Source: an optimization exercise on an open RTL-to-GDS flow (aim: small area). Production flows keep margins and buffers that such runs may drop.
RTL that was checked went through simulation tests only; none was proved equivalent to the original.
No activity file was given, so power comes from the tool's default toggle rates.

==> onyx <==
Design Processor, start of the top module:
module Processor(rst, CLK, regDisplay, proceed, LEDG, out);
	input rst, CLK;
	input [2:0] regDisplay;
	input [2:0] proceed;
	output [15:0] out;
	output [3:0] LEDG;
	localparam [5:0] F6 = 6'd6, D8 = 6'd9, T10 = 6'd12, E14 = 6'd17, M16 = 6'd20,
		W19A = 6'd24, W19B = 6'd25, S19F = 6'd26, S0 = 6'd28, S20L = 6'd48;
	localparam [13:0] KRST = 14'd1;
	reg [5:0] m;
	reg s;
	reg [13:0] k;
	reg nf;
	reg [2:0] rdp;
	reg [2:0] want;
	reg waits;
	always @(*) begin
		waits = 1'b1;
		want = 3'd0;
		case (m)
			F6:   want = 3'd0;
			D8:   want = 3'd1;
			T10:  want = 3'd2;
			E14:  want = 3'd3;
			M16:  want = 3'd4;
			W19A, W19B: want = 3'd5;
			S0:   want = 3'd6;
			default: waits = 1'b0;
		endcase
	end
	wire ok = (proceed == want);
	wire hold = waits & ~ok & (m != W19A) & (m != S0);
	always @(posedge CLK or negedge rst)
		if (!rst) begin
			m <= 6'd0;
			s <= 1'b0;
			k <= KRST;
			nf <= 1'b0;
		end else begin
			s <= hold | (m == W19A && ok);
			if (m == W19A) k <= k + 14'd1;
			nf <= nf | k[4];
			if (m == S20L) m <= S0;
			else if (m == S0 && ok) m <= 6'd1;
			else if (m == W19A && ok) m <= S19F;
			else if (!hold) m <= m + 6'd1;
		end
	always @(posedge CLK)
		rdp <= regDisplay;
	function [15:0] TIR; input hz; input [4:0] q; input n;
		if (!hz) TIR = 16'd0;
		else case (q)
			5'd0, 5'd5: TIR = 16'd79;
			5'd1: TIR = 16'd207;
			5'd2: TIR = 16'd1920;
			5'd3: TIR = 16'd3458;
			5'd4, 5'd6: TIR = 16'd143;
			5'd7, 5'd8: TIR = 16'd1984;
			5'd9, 5'd10, 5'd11, 5'd12, 5'd13, 5'd14, 5'd17, 5'd18, 5'd19, 5'd20, 5'd21, 5'd22, 5'd23, 5'd24, 5'd25, 5'd26, 5'd27, 5'd28, 5'd29, 5'd30, 5'd31: TIR = 16'd0;
			5'd15: TIR = 16'd8;
			5'd16: TIR = 16'd15;
			default: TIR = 16'd0;
		endcase
	endfunction
	function [2:0] TAL; input hz; input [4:0] q; input n;
		if (!hz) TAL = 3'd0;
		else case (q)
			5'd0, 5'd1, 5'd3, 5'd4, 5'd5, 5'd6, 5'd15, 5'd16: TAL = 3'd1;
  ...
Settings: LEC_CHECK=0, ABC_AREA=1, CAP_MARGIN=20, CORE_MARGIN=2, CORE_UTILIZATION=40, SLEW_MARGIN=20; clock period 5.0 ns.
standard.sh (not shown) runs the stock make flow with config.mk's settings and CLKGATE_MAP_FILE= SYNTH_SCRIPT=/design/flow/synth_recipe.tcl, a recipe that flattens the netlist after the stock synthesis.
==> flow/flow/run.sh <==
#!/bin/bash
# Own layout flow:
#  1. the standard synthesis (standard.sh synth);
#  2. the combinational logic of that netlist is re-optimised with ABC (&deepsyn with
#     a few seeds in parallel, area mapping); flip-flops are kept as they are, with
#     their names, cell types and connections; the smallest result is used;
#  3. the rest of the standard flow, with single-drive buffers on the ports.
set -euo pipefail
W=$(pwd)
YOSYS=$FLOW_HOME/../tools/install/yosys/bin/yosys
R=$W/orfs/results/$FLOW_PLATFORM/Processor/base
LIB=$FLOW_HOME/platforms/$FLOW_PLATFORM/lib/sky130_fd_sc_hd__tt_025C_1v80.lib
T=${RS_T:-300}
bash standard.sh synth > $W/flow_synth.log 2>&1
cp $R/1_2_yosys.v $W/std_1_2_yosys.v
mkdir -p $W/rs
pids=()
for S in 1 2 3 4; do
  RS_LIB=$LIB RS_IN=$W/std_1_2_yosys.v RS_OUT=$W/rs/out_$S.v RS_TAG=$S \
  RS_SCRIPT="strash; &get -n; &deepsyn -T $T -S $S; &put; dch -f; map -D ${RS_D:-1600}; topo; stime -c" \
    $YOSYS -c $W/flow/resynth.tcl > $W/rs/resynth_$S.log 2>&1 &
  pids+=($!)
done
for p in "${pids[@]}"; do wait $p || true; done
best=""; barea=""
for S in 1 2 3 4; do
  [[ -f $W/rs/out_$S.v && -f $W/stat_$S.txt ]] || continue
  a=$(grep "Chip area" $W/stat_$S.txt | awk '{print $NF}')
  if [[ -z "$best" ]] || awk "BEGIN{exit !($a < $barea)}"; then best=$S; barea=$a; fi
done
echo "resynthesis: seed $best, area $barea" > $W/flow_resynth_choice.log
if [[ -n "$best" ]]; then cp $W/rs/out_$best.v $R/1_2_yosys.v; fi
export BUFFER_PORTS_ARGS="-buffer_cell sky130_fd_sc_hd__buf_1"
export SKIP_REPAIR_TIE_FANOUT=1
export CTS_ARGS="-sink_clustering_enable -repair_clock_nets -dont_use_dummy_load"
bash standard.sh finish > $W/flow_finish.log 2>&1
Other scripts of this flow, unchanged in this note and not shown: flow/flow/resynth.tcl
==> xenon (differences from onyx) <==
--- a/flow/flow/run.sh
+++ b/flow/flow/run.sh
@@ -33,4 +33,4 @@
 export BUFFER_PORTS_ARGS="-buffer_cell sky130_fd_sc_hd__buf_1"
 export SKIP_REPAIR_TIE_FANOUT=1
-export CTS_ARGS="-sink_clustering_enable -repair_clock_nets -dont_use_dummy_load"
+export CTS_ARGS="-sink_clustering_enable -repair_clock_nets -dont_use_dummy_load -sink_clustering_size 30 -sink_clustering_max_diameter 100"
 bash standard.sh finish > $W/flow_finish.log 2>&1
==> comparison table <==
| metric | xenon | onyx |
|---|---|---|
| Critical path data required time | 4000 ps | 4000 ps |
| Outcome | no timing/DRC/antenna violations | no timing/DRC/antenna violations |
| Synth warn | 1 | 1 |
| Area taken by flip-flops and latches | 612 sq um | 612 sq um |
| Levels on crit path | 14 | 14 |
| Clock tree skew after final layout | 13.1 ps | 13.1 ps |
| Destination of the worst hold path | k[13] | k[13] |
| Final Util | 0.443 | 0.443 |
| Multi-input combinational cell count | 176 | 176 |
| Cell count of the worst hold path | 1 | 1 |
| Critical path startpoint category | flop | flop |
| Input/output buffers | 21 | 21 |
| Initial antenna violation count | 0 | 0 |
| Register fraction of the total cell area | 0.345 | 0.345 |

==> job 7349: inputs <==
Processor, a different RTL version from the one above (not shown whole).
Settings: LEC_CHECK=0, ABC_AREA=1, CAP_MARGIN=20, CORE_MARGIN=2, CORE_UTILIZATION=40, SLEW_MARGIN=20; clock period 5.0 ns.
==> flow/flow/run.sh <==
#!/bin/bash
# Own layout flow: the standard synthesis, then the combinational logic of its
# netlist is re-optimised with ABC (flip-flops kept as they are), then the rest of
# the standard flow, with single-drive buffers on the ports.
set -euo pipefail
W=$(pwd)
YOSYS=$FLOW_HOME/../tools/install/yosys/bin/yosys
R=$W/orfs/results/$FLOW_PLATFORM/Processor/base
bash standard.sh synth > $W/flow_synth.log 2>&1
cp $R/1_2_yosys.v $W/std_1_2_yosys.v
RS_LIB=$FLOW_HOME/platforms/$FLOW_PLATFORM/lib/sky130_fd_sc_hd__tt_025C_1v80.lib \
RS_IN=$W/std_1_2_yosys.v RS_OUT=$R/1_2_yosys.v RS_T=${RS_T:-60} \
  $YOSYS -c $W/flow/resynth.tcl > $W/flow_resynth.log 2>&1
export BUFFER_PORTS_ARGS="-buffer_cell sky130_fd_sc_hd__buf_1"
bash standard.sh finish > $W/flow_finish.log 2>&1
==> flow/flow/resynth.tcl <==
# Re-optimise the combinational logic of the standard synthesis netlist, keeping
# every flip-flop instance (name, cell type and connections) as it is.
yosys -import
set lib $::env(RS_LIB)
set in  $::env(RS_IN)
set out $::env(RS_OUT)
set T   $::env(RS_T)
read_liberty -ignore_miss_func $lib
# flip-flops and tie cells stay as cells
foreach m [split [string trim [tee -q -s result.string select -list-mod sky130_fd_sc_hd__df* sky130_fd_sc_hd__conb_*]] "\n"] {
  blackbox $m
}
read_verilog $in
hierarchy -top Processor
flatten
opt -purge
set f [open abc_rs.script w]
puts $f "strash; &get -n; &deepsyn -T $T; &put; dch -f; map -a; topo; stime -c"
close $f
abc -liberty $lib -dont_use *lpflow* -dont_use *probe* -script abc_rs.script
read_liberty -lib -overwrite -ignore_miss_func $lib
opt_clean -purge
hilomap -singleton -hicell sky130_fd_sc_hd__conb_1 HI -locell sky130_fd_sc_hd__conb_1 LO
insbuf -buf sky130_fd_sc_hd__buf_4 A X
splitnets
opt_clean -purge
stat -liberty $lib
check -assert
write_verilog -noattr -nohex -nodec $out
==> inputs of job 6301, as changes to job 7349 <==
==> flow/run.sh (new file) <==
#!/bin/bash
# synth_recipe.tcl (not shown) runs the flow's synth.tcl, then flattens the netlist and writes it again
# the make line also repeats each setting of config.mk as NAME=value (left out here)
make -C /OpenROAD-flow-scripts/flow DESIGN_CONFIG=/design/flow/config.mk WORK_HOME=/design/flow/orfs CLKGATE_MAP_FILE= SYNTH_SCRIPT=/design/flow/synth_recipe.tcl finish
removed: flow/flow/run.sh
removed: flow/flow/resynth.tcl
removed: flow/standard.sh
==> implementation parameters <==
Parameter                              Value

Run status
  Result of the run  no timing/DRC/antenna violations

Power and ir drop
  Areal power density over the cells    524 nW/um2

Worst setup path
  Startpoint-to-endpoint class of the critical path    primary input to output pin

Route
  Per-cell via count in the routed design    5.19
(the above is from job 6301)
==> implementation parameters <==
Parameter                              Value

Route
  Per-cell via count in the routed design    5.31

Power and ir drop
  Areal power density over the cells    604 nW/um2

Worst setup path
  Startpoint-to-endpoint class of the critical path    register to output pin

Run status
  Result of the run  no timing/DRC/antenna violations
(the above is from job 7349)

==> inputs of trial 58 <==
Another version of the RTL of Processor (not shown whole).
clock: 5.0 ns
lec_check: 0
abc_area: 1
cap_margin: 20
core_margin: 2
core_utilization: 40
slew_margin: 20
==> flow/flow/run.sh <==
#!/bin/bash
# Own layout flow:
#  1. the standard synthesis (standard.sh synth);
#  2. the combinational logic of that netlist is re-optimised with ABC (&deepsyn with
#     a few seeds in parallel, area mapping); flip-flops are kept as they are, with
#     their names, cell types and connections; the smallest result is used;
#  3. the rest of the standard flow, with single-drive buffers on the ports.
set -euo pipefail
W=$(pwd)
YOSYS=$FLOW_HOME/../tools/install/yosys/bin/yosys
R=$W/orfs/results/$FLOW_PLATFORM/Processor/base
LIB=$FLOW_HOME/platforms/$FLOW_PLATFORM/lib/sky130_fd_sc_hd__tt_025C_1v80.lib
T=${RS_T:-300}
bash standard.sh synth > $W/flow_synth.log 2>&1
cp $R/1_2_yosys.v $W/std_1_2_yosys.v
mkdir -p $W/rs
pids=()
for S in 1 2 3 4; do
  RS_LIB=$LIB RS_IN=$W/std_1_2_yosys.v RS_OUT=$W/rs/out_$S.v RS_TAG=$S \
  RS_SCRIPT="strash; &get -n; &deepsyn -T $T -S $S; &put; dch -f; map -a; topo" \
    $YOSYS -c $W/flow/resynth.tcl > $W/rs/resynth_$S.log 2>&1 &
  pids+=($!)
done
for p in "${pids[@]}"; do wait $p || true; done
best=""; barea=""
for S in 1 2 3 4; do
  [[ -f $W/rs/out_$S.v && -f $W/stat_$S.txt ]] || continue
  a=$(grep "Chip area" $W/stat_$S.txt | awk '{print $NF}')
  if [[ -z "$best" ]] || awk "BEGIN{exit !($a < $barea)}"; then best=$S; barea=$a; fi
done
echo "resynthesis: seed $best, area $barea" > $W/flow_resynth_choice.log
if [[ -n "$best" ]]; then cp $W/rs/out_$best.v $R/1_2_yosys.v; fi
export BUFFER_PORTS_ARGS="-buffer_cell sky130_fd_sc_hd__buf_1"
export SKIP_REPAIR_TIE_FANOUT=1
bash standard.sh finish > $W/flow_finish.log 2>&1
==> flow/flow/resynth.tcl <==
# Re-optimise the combinational logic of the standard synthesis netlist, keeping
# every flip-flop instance (name, cell type and connections) as it is.
yosys -import
set lib $::env(RS_LIB)
set in  $::env(RS_IN)
set out $::env(RS_OUT)

set scr $::env(RS_SCRIPT)
set tag $::env(RS_TAG)
read_liberty -ignore_miss_func $lib
# flip-flops and tie cells stay as cells
foreach m [split [string trim [tee -q -s result.string select -list-mod sky130_fd_sc_hd__df* sky130_fd_sc_hd__conb_*]] "\n"] {
  blackbox $m
}
read_verilog $in
hierarchy -top Processor
flatten
opt -purge
set f [open abc_rs_$tag.script w]
puts $f $scr
close $f
abc -liberty $lib -dont_use *lpflow* -dont_use *probe* -script abc_rs_$tag.script
read_liberty -lib -overwrite -ignore_miss_func $lib
opt_clean -purge
hilomap -singleton -hicell sky130_fd_sc_hd__conb_1 HI -locell sky130_fd_sc_hd__conb_1 LO
insbuf -buf sky130_fd_sc_hd__buf_1 A X
splitnets
opt_clean -purge
tee -o stat_$tag.txt stat -liberty $lib
check -assert
write_verilog -noattr -nohex -nodec $out
==> trial 56 (differences from trial 58) <==
--- a/flow/flow/run.sh
+++ b/flow/flow/run.sh
@@ -12,3 +12,3 @@
 LIB=$FLOW_HOME/platforms/$FLOW_PLATFORM/lib/sky130_fd_sc_hd__tt_025C_1v80.lib
-T=${RS_T:-300}
+T=${RS_T:-240}
 bash standard.sh synth > $W/flow_synth.log 2>&1
@@ -19,3 +19,3 @@
   RS_LIB=$LIB RS_IN=$W/std_1_2_yosys.v RS_OUT=$W/rs/out_$S.v RS_TAG=$S \
-  RS_SCRIPT="strash; &get -n; &deepsyn -T $T -S $S; &put; dch -f; map -a; topo" \
+  RS_SCRIPT="strash; &get -n; &deepsyn -T $T -S $S; &dch -f; &nf -R 1000; &put; topo" \
     $YOSYS -c $W/flow/resynth.tcl > $W/rs/resynth_$S.log 2>&1 &
--- a/flow/flow/resynth.tcl
+++ b/flow/flow/resynth.tcl
@@ -25,3 +25,3 @@
 hilomap -singleton -hicell sky130_fd_sc_hd__conb_1 HI -locell sky130_fd_sc_hd__conb_1 LO
-insbuf -buf sky130_fd_sc_hd__buf_1 A X
+insbuf -buf sky130_fd_sc_hd__buf_4 A X
 splitnets
--- a/flow/config.mk
+++ b/flow/config.mk
@@ -11,2 +11,3 @@
 export CORE_UTILIZATION = 40
+export CTS_BUF_LIST = sky130_fd_sc_hd__clkbuf_4
 export SLEW_MARGIN = 20
==> impl_metrics.json <==
{
  "setup_viol": 1,
  "power.combinational.fraction_pct": 70.1,
  "status": "failed layout checks",
  "floorplan.die_area_um2": 5077,
  "setup_slack_ps": -14.17,
  "die_height_um": 71.26,
  "failed_checks": "setup timing"
}
(the above is from trial 56)
==> impl_metrics.json <==
{
  "hold_start": "k[13]$_DFFE_PN0P_",
  "setup_slack_ps": 554.9,
  "die_height_um": 70.20,
  "finalSetupTns_ps": 0,
  "status": "finished clean",
  "num_io_pins": 28,
  "floorplan.die_area_um2": 4928,
  "clockNetworkAreaShare_pct": 3.765
}
(the above is from trial 58)
No functional check of the RTL was part of any run of this note.

-- port drivers added, routing unchanged --
No port has a modelled driver above. Below, the same layouts with a new extraction and two added sets of constraints.
Step 1 (the two cells are an assumption about what drives the block):
set clk [get_ports {CLK}]
set_driving_cell -lib_cell sky130_fd_sc_hd__clkbuf_16 $clk
set_driving_cell -lib_cell sky130_fd_sc_hd__buf_2 [delete_from_list [all_inputs] $clk]
Step 2 also shifts input and output timing later by t, the mid clock arrival at the registers, as if the neighbouring blocks saw the same clock.
Three values: no drivers, after step 1, after step 2; two values: the first two.
| run | t (ns) | slack for setup (ns) | slew at the worst register clock pin (ns) | worst slew at a driven data input, ns |
|---|---|---|---|---|
| onyx | 0.291 | 0.807 / 0.781 / 1.072 | 0.10 / 0.10 | 0.03 |
| xenon | 0.291 | 0.807 / 0.781 / 1.072 | 0.10 / 0.10 | 0.03 |
| job 7349 | 0.283 | 1.036 / 1.012 / 1.270 | 0.08 / 0.08 | 0.03 |
| job 6301 | 0.277 | 0.953 / 0.932 / 0.932 | 0.08 / 0.08 | 0.03 |
| trial 58 | 0.292 | 0.555 / 0.532 / 0.824 | 0.09 / 0.09 | 0.03 |
| trial 56 | 0.319 | -0.014 / -0.014 / -0.014 | 0.12 / 0.12 | 0.03 |
For job 6301, which loses most, drivers alone change the setup slack by -0.021 ns; drivers and shift together by -0.021 ns.
